Source: an optimization exercise on an open RTL-to-GDS flow (aim: small area and a short achievable clock period). Production flows keep margins and buffers that such runs may drop.
RTL that was checked went through simulation tests only; none was proved equivalent to the original.
Function not checked in run 2: the RTL went through the layout flow alone.
Power and IR drop assume default switching activity.

## flow/run.sh

```bash
#!/bin/bash
# synth_recipe.tcl (not shown) runs the flow's synth.tcl, then flattens the netlist and writes it again
# the make line also repeats each setting of config.mk as NAME=value (left out here)
make -C /OpenROAD-flow-scripts/flow DESIGN_CONFIG=/design/flow/config.mk WORK_HOME=/design/flow/orfs CLKGATE_MAP_FILE= SYNTH_SCRIPT=/design/flow/synth_recipe.tcl finish
```

## flow/config.mk

```make
export PLATFORM = sky130hd
export DESIGN_NAME = datapath
export DESIGN_NICKNAME = datapath
export VERILOG_FILES = /design/flow/design.v
export SDC_FILE = /design/flow/constraint.sdc
export NUM_CORES = 4
export LEC_CHECK = 0
export CAP_MARGIN = 20
export CORE_MARGIN = 2
export CORE_UTILIZATION = 40
export SLEW_MARGIN = 20
```

## flow/constraint.sdc

```tcl
create_clock -name core_clock -period 17.0 [get_ports {clk}]
set_input_delay 3.4000 -clock core_clock [delete_from_list [all_inputs] [get_ports {clk}]]
set_output_delay 3.4000 -clock core_clock [all_outputs]
set_load 0.01 [all_outputs]
```

## flow/design.v

```verilog
`timescale 1ns / 1ps
module half_adder(A, B, Cout, Sum);
	input A, B;
	output Cout, Sum;
	assign Sum = A^B;
	assign Cout = A&B;
endmodule
`timescale 1ns / 1ps
module full_adder(A, B, Cin, Cout, Sum);
	input A, B, Cin;
	output Cout, Sum;
	wire S;
	wire [1:0] C;
	half_adder HA_1(.A(A), .B(B), .Cout(C[0]), .Sum(S));
	half_adder HA_2(.A(S), .B(Cin), .Cout(C[1]), .Sum(Sum));
	assign Cout = C[0] | C[1];
endmodule
`timescale 1ns / 1ps
module add_sub(A, B, cond, out, cout);
	parameter nBit = 16;
	input [nBit-1:0] A, B;
	input cond;
	output [nBit-1:0] out;
	output cout;
	reg [nBit-1:0] B_actual;
	wire [nBit-1:0] c;
	always@(*)
	begin
		if(cond)
			B_actual <= ~B + cond;
		else
			B_actual <= B;
	end
	genvar i;
	generate
		for(i=0; i <= nBit-1; i=i+1)
		begin: generate_add_sub
			if(i==0)
				half_adder HA(A[0], B_actual[0], c[0], out[0]);
			else
				full_adder FA(A[i], B_actual[i], c[i-1], c[i], out[i]);
		end
		assign cout = c[nBit-1];
	endgenerate
endmodule
`timescale 1ns / 1ps
module ALU_toplevel(FS, A, B, out, zero_flag);
	parameter nBit = 16;
	input [2:0] FS;
	input [nBit-1:0] A, B;
	output reg [nBit-1:0] out;
	output reg zero_flag;
	wire cout;
	wire [nBit-1:0] arith_out;
	wire op_sel;
	assign op_sel = FS[2] | FS[1];
	add_sub #(nBit) CE1(.A(A), .B(B), .cond(FS[0]), .out(arith_out), .cout(cout));
	always@(*)
	begin
		if(op_sel == 0)
			out <= arith_out;
		else
		begin
			case(FS[1:0])
				2'b10: out <= A & B;
				2'b11: out <= A | B;
				2'b00: out <= A ^ B;
				2'b01: out <= ~A;
			endcase
		end
	end
	always@(*)
	begin
		if(out != 0)
			zero_flag <= 1'b0;
		else
		begin
			if(op_sel == 0)
			begin
				if(FS[0] == 1 & cout == 1)
					zero_flag <= 1'b1;
				else if(FS[0] == 0 & cout == 0)
					zero_flag <= 1'b1;
				else
					zero_flag <= 1'b0;
			end
			else
				zero_flag <= 1'b1;
		end
	end
endmodule
`timescale 1ns / 1ps
module ShiftArray(In, sh_cond, out);
	parameter nBit = 16;
	input [nBit-1:0] In;
	input sh_cond;
	output [nBit-1:0] out;
	assign out = sh_cond ? {In[nBit-1], In[nBit-1:1]} : {In[nBit-2:0], 1'b0};
endmodule
`timescale 1ns / 1ps
module FunctionalUnit(FS, A, B, zero_flag, out);
	parameter nBit = 16;
	input [2:0] FS;
	input [nBit-1:0] A, B;
	output zero_flag;
	output reg [nBit-1:0] out;
	wire [nBit-1:0] ALU_out;
	wire [nBit-1:0] shift_out;
	ALU_toplevel #(nBit) CE2(.FS(FS), .A(A), .B(B), .out(ALU_out), .zero_flag(zero_flag));
	ShiftArray #(nBit) CE3(.In(A), .sh_cond(FS[0]), .out(shift_out));
	always@(*)
	begin
		if(FS[2] && FS[1])
			out <= shift_out;
		else
			out <= ALU_out;
	end
endmodule
`timescale 1ns / 1ps
module fileReg(
	input [15:0] D,
	input [3:0] DA, 
	input [3:0] AA,
	input [3:0] BA,  
	input RW,
	input clk,
	input clr,
	output reg [15:0] A, 
	output reg [15:0] B
    );
	 reg [15:0] register0,
	 register1, 
	 register2, 
	 register3,
	 register4,
	 register5,
	 register6,
	 register7,
	 register8,
	 register9,
	 register10,
	 register11,
	 register12,
	 register13,
	 register14,
	 register15;
	 always @(posedge clk) begin
		if(clr) begin
			register0 <= 1'b0;
			register1 <= 1'b0;
			register2 <= 1'b0;
			register3 <= 1'b0;
			register4 <= 1'b0;
			register5 <= 1'b0;
			register6 <= 1'b0;
			register7 <= 1'b0;
			register8 <= 1'b0;
			register9 <= 1'b0;
			register10 <= 1'b0;
			register11 <= 1'b0;
			register12 <= 1'b0;
			register13 <= 1'b0;
			register14 <= 1'b0;
			register15 <= 1'b0;
		end
		else if(RW) begin
			if(DA==0)
				register0 <= D;
			if(DA==1)
				register1 <= D;
			if(DA==2)
				register2 <= D;
			if(DA==3)
				register3 <= D;
			if(DA==4)
				register4 <= D;
			if(DA==5)
				register5 <= D;
			if(DA==6)
				register6 <= D;
			if(DA==7)
				register7 <= D;
			if(DA==8)
				register8 <= D;
			if(DA==9)
				register9 <= D;
			if(DA==10)
				register10 <= D;
			if(DA==11)
				register11 <= D;
			if(DA==12)
				register12 <= D;
			if(DA==13)
				register13 <= D;
			if(DA==14)
				register14 <= D;
			if(DA==15)
				register15 <= D;
		end
	end
	always @(AA, BA, register0, register1, register2, register3, register4, register5, register6, register7, register8,
				register9, register10, register11, register12, register13, register14, register15) begin
				case(AA)
					4'b0000 : A <= register0;
					4'b0001 : A <= register1;
					4'b0010 : A <= register2;
					4'b0011 : A <= register3;
					4'b0100 : A <= register4;
					4'b0101 : A <= register5;
					4'b0110 : A <= register6;
					4'b0111 : A <= register7;
					4'b1000 : A <= register8;
					4'b1001 : A <= register9;
					4'b1010 : A <= register10;
					4'b1011 : A <= register11;
					4'b1100 : A <= register12;
					4'b1101 : A <= register13;
					4'b1110 : A <= register14;
					4'b1111 : A <= register15;
				endcase
				case(BA)
					4'b0000 : B <= register0;
					4'b0001 : B <= register1;
					4'b0010 : B <= register2;
					4'b0011 : B <= register3;
					4'b0100 : B <= register4;
					4'b0101 : B <= register5;
					4'b0110 : B <= register6;
					4'b0111 : B <= register7;
					4'b1000 : B <= register8;
					4'b1001 : B <= register9;
					4'b1010 : B <= register10;
					4'b1011 : B <= register11;
					4'b1100 : B <= register12;
					4'b1101 : B <= register13;
					4'b1110 : B <= register14;
					4'b1111 : B <= register15;
				endcase
	end
endmodule
`timescale 1ns / 1ps
module datapath(
	input clk,
	input clr,
	input RW,
	input [3:0] DA,
	input [3:0] AA,
	input [3:0] BA,
	input MB,
	input [2:0] FS,
	input MD,
	input [15:0] const_in,
	input [15:0] data_in,
	output [15:0] addr_out,
	output [15:0] data_out,
	output [15:0] f_out,
	output zero_flag
	);
	wire [15:0] A_bus, B_reg, B_bus, F, D_bus;
	fileReg RF(.D(D_bus), .DA(DA), .AA(AA), .BA(BA), .RW(RW), .clk(clk), .clr(clr),
		.A(A_bus), .B(B_reg));
	assign B_bus = MB ? const_in : B_reg;
	FunctionalUnit #(16) FU(.FS(FS), .A(A_bus), .B(B_bus), .zero_flag(zero_flag), .out(F));
	assign D_bus = MD ? data_in : F;
	assign addr_out = A_bus;
	assign data_out = B_bus;
	assign f_out = F;
endmodule
```

==> results.toml, run 1 <==
[setup_path]
startpoint_type = "input pin"
crit_top_cell = "fa_1"
cp_max_fo = 13
required_ns = 13.60
worstPathArrival_ns = 13.18
worst_path_max_delay_cell = "or4_1"
startpoint = "AA[3]"
slowest_delay_ns = 0.52
rr_startpoint = "RF.register13[0]$_SDFFE_PP0P_"
end_kind = "output port"
worstRegToRegCells = 27
crit_type = "input pin to output port"

[floorplan]
rows = 76
core_area_um2 = 42800
fp.dieW_um = 212
die_y_um = 212
fp.dieArea_um2 = 44800
io_pins = 101
initial_utilization_pct = 40.3

[worst_hold_path]
hold_depth = 2
min_path_type = "register to register"
hold_start = "RF.register8[6]$_SDFFE_PP0P_"

[detailed_routing]
num_vias = 18500
dr.pass1.iters = 8
ant_nets = 0
drcViolationCount = 0
viasPerCell = 6.68
wl_per_cell_um = 30.9
finalWirelength_mm = 85.6
drt-initial-drc-count = 2450

[finish]
syn2layout_area_growth_pct = 18.1
drive_above_1_share_pct = 18.0
fill_cells = 4212
regArea_um2 = 5120
finish.utilization_pct = 47.6
multi_input_area_um2 = 10800
fin_nets = 2302

[power_and_ir_drop]
pwr-share-seq_pct = 36.3
peakVddDrop_v = 0.0000696
power.net_switching_w = 0.000539
pwr-share-comb_pct = 23.2
clkPwrFrac_pct = 40.5
sw_frac_of_total_pct = 31.4
p_leak_nw = 7.93
internal-power_w = 0.00118
power_density_nw_per_um2 = 84.4

[placed_design]
hpwl_mm = 62.5
routabilityCongestion = 1.05
port_buffers = 100

[synthesis]
synth_commonest_cells = "o21ai_0, dfxtp_1, a21oi_1"
synth_area_leader_cell = "dfxtp_1"
synth_edf_count = 0
synth_seq_cells = 256
ys.flop_type = "dfxtp_1"
synth_nets = 2191
syn_avg_cell_area_um2 = 8.24
synth_warnings = 4
seq_area_frac_synth_pct = 29.7
syn-cell-area_um2 = 17200
synth_cell_types = 110
synthTopCellsByArea = "dfxtp_1, o21ai_0, a21oi_1, nand3_1, mux2i_1"
yosysMostFrequentCell = "o21ai_0"
synth_top_area_share_pct = 29.7
syn_inst = 2091
async_reset_ff_share_pct = 0

[clocking]
cts.sinks = 256
root_buffer = "clkbuf_16"
hold_buffers = 0
cts.path.max_buffers = 3
numCtsBuffers = 29
clk-insertion-delay-late_ns = 0.59
cts_tree = "built"
path_clk_slew_ns = 0.06
h-tree-depth = 1

[sta]
tns_ns = 0
max_freq_mhz = 60.3
maxSlewViolCount = 0
fin_hold_ws_ns = 0.482
slew_headroom_pct = 20.5
rsz0062_at_grt = "false"
fin_worst_skew_ns = 0.0300
tightest_slew_ns = 1.19
fin_crit_sh_pct = 97.5
hold_viol = 0
setup_viol = 0
min_period_ns = 16.58

[global_route]
grt_pass1_wl_mm = 122
grtUsageTotal_pct = 37.5
grt_max_degree = 93
grt_pass1_vias = 17300
antenna_found_initial = 1
grt_overflow_total = 0

[run_status]
status = "no timing/DRC/antenna violations"

[flow_run]
cap_violations = 0
final timing paths:
kind                                          to  slack [ns]
setup / recovery                       zero_flag        0.42
hold / removal      RF.register8[6]$_SDFFE_PP0P_        0.48
setup reg to reg  RF.register12[15]$_SDFFE_PP0P_        7.67
hold reg to reg     RF.register8[6]$_SDFFE_PP0P_        0.48
power by group through the flow:
stage / Clock (W) / Sequential [W] / Combinational [W]
final: 0.000695 / 0.000623 / 0.000399
after global routing: 0.000725 / 0.000624 / 0.000416
after CTS: 0.000699 / 0.000623 / 0.000382
after detailed placement: 0 / 0.000636 / 0.000381
after global placement: 0 / 0.000636 / 0.000379
after floorplan: 0 / 0.000630 / 0.000221
per-layer routing:
metal | share of wire (%) | global-route usage [%] | wire [um]
met1 | 41 | 49.7 | 34800
met2 | 43 | 58.0 | 37000
met4 | 6.0 | 19.8 | 5130
met5 | 0 | 0 | 0
met3 | 10 | 6.79 | 8620
cell families (layout without fill, tap and decap cells):
family	after synthesis	in the layout	share of synthesized area, %
AO/OA/AOI/OAI	818	818	32.0
XOR/XNOR	17	17	0.864
adder cells (fa/ha/maj)	48	48	4.14
buffers and inverters	275	408	8.51
flip-flops	256	256	29.7
multiplexers	94	94	6.58
other	0	2	0
AND/OR/NAND/NOR	583	583	18.1
cells in the final DEF, fill, tap and decap left out, types with 15 or more instances in the layout:
cell type        count
o21ai_0            259
dfxtp_1            256
buf_4              190
a21oi_1            160
nand3_1            130
nor2_1             109
nand2_1             95
clkdlybuf4s50_1     88
mux2i_1             54
inv_1               52
nor2b_1             37
a22oi_1             37
a31oi_1             35
ha_1                33
and3_1              29
clkbuf_16           29
a221oi_1            28
nand2b_1            26
mux2_2              25
nand3b_1            25
a22o_1              21
a21o_1              21
nor3_1              17
o22ai_1             17
o211a_1             17
o21ai_1             16
and2_1              15
xnor2_1             15
final cells by class:
class                      instances  area share (%)
antenna                            2          0.0246
clock buffer                      39            4.14
clock inverter                    14            1.01
inverter                          60            1.13
multi-input combinational       1560            53.1
sequential                       256            25.2
tap                              546            3.36
timing repair buffer             295            12.1
worst max-delay path: cells and delay by family:
| family | cells | cell delay (ns) |
|---|---|---|
| adders and majority gates | 15 | 6.00 |
| and+or+nand+nor | 5 | 1.61 |
| buffers and inverters | 4 | 0.68 |
| xor gates and xnor gates | 1 | 0.14 |
| AOI/OAI and AO/OA | 6 | 1.31 |
stage by stage:
step	instances	total power (W)	cell area, um2	setup slack, ns
6_report	2772	0.00172	20400	0.418
5_1_grt	2770	0.00176	20300	0.00800
4_1_cts	2769	0.00170	20200	0.0150
3_5_place_dp	2716	0.00102	19200	-0.342
3_3_place_gp	2716	0.00102	19200	-0.249
2_1_floorplan	2091	0.000851	17200	0.483
what timing repair did:
item / in CTS / in global routing
setup endpoints to repair: 1 / 1
pin swaps: 0 / 12
gates resized for setup: 2 / 32
gates cloned: 0 / 0
setup buffers: 0 / 1
==> run 2, diff against run 1 <==
==> flow/design.v (replaced) <==
`timescale 1ns / 1ps
module datapath(
	input clk,
	input clr,
	input RW,
	input [3:0] DA,
	input [3:0] AA,
	input [3:0] BA,
	input MB,
	input [2:0] FS,
	input MD,
	input [15:0] const_in,
	input [15:0] data_in,
	output [15:0] addr_out,
	output [15:0] data_out,
	output [15:0] f_out,
	output zero_flag
	);
	wire [15:0] F;
	wire [15:0] Dw = clr ? 16'd0 : (MD ? data_in : F);
	wire [15:0] dec = 16'd1 << DA;
	wire [255:0] Rf;
	genvar i;
	generate
		for (i = 0; i < 16; i = i + 1) begin: regs
			reg [15:0] q;
			wire we = clr | (RW & dec[i]);
			always @(posedge clk)
				if (we) q <= Dw;
			assign Rf[16*i +: 16] = q;
		end
	endgenerate
	wire [15:0] A = Rf[16*AA +: 16];
	wire [15:0] B = MB ? const_in : Rf[16*BA +: 16];
	wire sub = FS[0];
	wire [15:0] sum = A + (B ^ {16{sub}}) + sub;
	reg [15:0] Fr;
	always @(*)
		case (FS)
			3'b000, 3'b001: Fr = sum;
			3'b010: Fr = A & B;
			3'b011: Fr = A | B;
			3'b100: Fr = A ^ B;
			3'b101: Fr = ~A;
			3'b110: Fr = {A[14:0], 1'b0};
			default: Fr = {A[15], A[15:1]};
		endcase
	assign F = Fr;
	wire z_or = ~|(A | B);
	wire z_and = ~|(A & B);
	wire z_xor = ~|(A ^ B);
	reg z;
	always @(*)
		case (FS)
			3'b000: z = z_or;
			3'b001: z = z_xor & (|B);
			3'b010, 3'b110: z = z_and;
			3'b011, 3'b111: z = z_or;
			3'b100: z = z_xor;
			default: z = &A;
		endcase
	assign addr_out = A;
	assign data_out = B;
	assign f_out = F;
	assign zero_flag = z;
endmodule
==> run 2 against run 1 <==
Against the previous run: still clean; total power grew 9.6%; via count shrank 46%; critical path depth shrank 14; worst setup slack gained 4.3 ns; critical path type unchanged; critical endpoint is now f_out[8]; largest cell class is now sequential cells; largest power group is now sequential cells.
==> results.toml, run 2 <==
[synthesis]
ys.flop_type = "edfxtp_1"
synth_cell_types = 69
synthTopCellsByArea = "edfxtp_1, mux4_2, ha_1, mux2i_1, a21oi_1"
synth_seq_cells = 256
syn_inst = 970
synth_top_area_share_pct = 51.8
syn-cell-area_um2 = 14800
yosysMostFrequentCell = "edfxtp_1"
synth_commonest_cells = "edfxtp_1, mux4_2, a21oi_1"
syn_avg_cell_area_um2 = 15.3
synth_warnings = 1
synth_edf_count = 256
synth_nets = 1069
async_reset_ff_share_pct = 0
seq_area_frac_synth_pct = 51.8
synth_area_leader_cell = "edfxtp_1"

[sta]
tightest_slew_ns = 1.07
slew_headroom_pct = 28.5
fin_hold_ws_ns = 1.69
rsz0062_at_grt = "false"
setup_viol = 0
hold_viol = 0
min_period_ns = 12.24
fin_worst_skew_ns = 0.0321
max_freq_mhz = 81.7
fin_crit_sh_pct = 72.0
tns_ns = 0
maxSlewViolCount = 0

[floorplan]
fp.dieW_um = 197
initial_utilization_pct = 40.6
io_pins = 101
fp.dieArea_um2 = 38600
die_y_um = 197
rows = 70
core_area_um2 = 36500

[power_and_ir_drop]
peakVddDrop_v = 0.0000668
power_density_nw_per_um2 = 109
total_power_w = 0.00188
p_leak_nw = 6.05

[global_route]
grtUsageTotal_pct = 25.2
antenna_found_initial = 3
grt_overflow_total = 0
grt_max_degree = 61
grt_pass1_vias = 10100
grt_pass1_wl_mm = 69.7

[detailed_routing]
drt-initial-drc-count = 1235
met1Wirelength_mm = 20.0
wl_met3_mm = 4.90
dr_wl_met2_mm = 21.6
viasPerCell = 6.50
highest_layer = "met5"
num_vias = 10100
drcViolationCount = 0
ant_nets = 0
finalWirelength_mm = 48.2
wl_per_cell_um = 31.1
dr.pass1.iters = 5

[clocking]
cts.path.max_buffers = 3
path_clk_slew_ns = 0.06
cts_tree = "built"
hold_buffers = 0
cts_resized = 0
root_buffer = "clkbuf_16"
cts.sinks = 256
postCtsSetupRepairBufs = 0
h-tree-depth = 1
numCtsBuffers = 27
clk-insertion-delay-late_ns = 0.56

[finish]
final_cell_mix = "edfxtp_1, mux4_2, clkdlybuf4s50_1, a21oi_1, ha_1"
final_common_cell = "edfxtp_1"
reg.largest.list = "regs.q x256"
fin_nets = 1164
antenna_cells = 0
fill_cells = 3159
drive_above_1_share_pct = 24.1
syn2layout_area_growth_pct = 16.1
top_register = "regs.q"
multi_input_area_um2 = 6770
regArea_um2 = 7690
largest_reg_flops = 256

[setup_path]
critPathTopFamily = "buffers and inverters"
required_ns = 13.60
rr_startpoint = "regs[15].q[6]$_DFFE_PP_"
worst_path_max_delay_cell = "buf_4"
r2r-end = "regs[4].q[13]$_DFFE_PP_"
slowest_delay_ns = 0.74
end_kind = "output port"
rrSetupSlack_ns = 12.21
startpoint = "BA[0]"
cp_num_buf_inv = 4
crit_type = "input pin to output port"
worstRegToRegCells = 12
worstPathArrival_ns = 8.84
cp_max_fo = 40
crit_chain = "buf_4 > buf_4 > mux4_2 > mux4_2 > mux2i_1 > xnor2_1 > inv_1 > fa_1 > nor2b_1 > o21ai_0 > a21oi_1 > o211ai_1 > a211o_1 > a31oi_1 > nor2_1 > a21oi_1 > clkdlybuf4s50_1"
path_depth = 17
endpoint = "f_out[8]"
startpoint_type = "input pin"

[flow_run]
cap_violations = 0

[worst_hold_path]
min_path_type = "register to register"
hold_depth = 5

[placed_design]
hpwl_mm = 32.6
port_buffers = 100
routabilityCongestion = 1.01

[run_status]
status = "no timing/DRC/antenna violations"
==> run 2: per-stage QoR <==
stage               cell area (um2)  util, %  setup slack, ns  cells
CTS                           17200     47.1             4.68   1549
global route                  17200     47.1             4.35   1549
global placement              16400     44.9             4.76   1504
detailed placement            16400     45.0             4.69   1504
finish                        17200     47.1             4.76   1549
floorplan                     14800        -             6.20    970
==> run 2: report_power, final <==
group / total [W] / switching, W / internal, W
clock: 0.000542 / 0.000237 / 0.000305
sequential: 0.000799 / 0.0000252 / 0.000774
combinational: 0.000542 / 0.000312 / 0.000230
==> run 2: cell type report <==
| type | count | area share [%] |
|---|---|---|
| Clock buffer | 34 | 4.08 |
| Timing Repair Buffer | 132 | 7.06 |
| Sequential cell | 256 | 44.6 |
| Clock inverter | 11 | 0.480 |
| Inverter | 46 | 1.00 |
| Multi-Input combinational cell | 602 | 39.3 |
| Tap cell | 468 | 3.40 |
==> run 2: worst min-delay path: stages (launching register included) <==
cell and delay, ns:
edfxtp_1 0.33, mux4_2 0.23, mux4_2 0.39, o221ai_1 0.18, a21oi_1 0.17, buf_4 0.23
==> run 2: layer usage <==
layer  vias to the layer above  GRT usage, %
met4                         4          8.67
li1                       4212             -
met2                       565          38.3
met5                         -             0
met1                      5175          35.9
met3                       108          5.72
==> run 2: worst min path at each step <==
stage,from,end,slack (ns)
after global routing,regs[15].q[9]$_DFFE_PP_,regs[3].q[8]$_DFFE_PP_,1.77
after floorplan,regs[6].q[11]$_DFFE_PP_,regs[0].q[10]$_DFFE_PP_,1.44
after CTS,regs[15].q[9]$_DFFE_PP_,regs[3].q[8]$_DFFE_PP_,1.68
final,regs[15].q[9]$_DFFE_PP_,regs[3].q[8]$_DFFE_PP_,1.69
after global placement,regs[15].q[9]$_DFFE_PP_,regs[1].q[8]$_DFFE_PP_,1.68
after detailed placement,regs[15].q[9]$_DFFE_PP_,regs[1].q[8]$_DFFE_PP_,1.67
==> run 2: cells by family after synthesis <==
family,count (synthesis),synth area share [%]
mux,190,25.9
compound gates,180,8.11
fa+ha+maj,47,4.02
buf+inv,112,3.37
flops,256,51.8
xor+xnor,19,1.12
simple gates,166,5.63

==> static timing again, ports no longer ideal <==
How much do the figures lean on ideal ports? The routed layouts below were timed once more, with nothing changed but the port constraints. Step 1 (the two cells are an assumption about what drives the block):
set clk [get_ports {clk}]
set_driving_cell -lib_cell sky130_fd_sc_hd__clkbuf_16 $clk
set_driving_cell -lib_cell sky130_fd_sc_hd__buf_2 [delete_from_list [all_inputs] $clk]
Step 2 also shifts input and output timing later by t, the mid clock arrival at the registers, as if the neighbouring blocks saw the same clock. Slacks: no drivers / after step 1 / after step 2; pairs: no drivers / after step 1.
| run | t (ns) | slack for setup (ns) | worst setup path after step 2 | cell pins on the clock port's net |
|---|---|---|---|---|
| run 1 | 0.626 | 0.418 / 0.376 / 0.376 | input to output | 1 |
| run 2 | 0.599 | 4.764 / 4.738 / 4.738 | input to output | 1 |
After both steps every run listed still meets setup and hold. For run 1, which loses most, drivers alone change the setup slack by -0.042 ns; drivers and shift together by -0.042 ns.
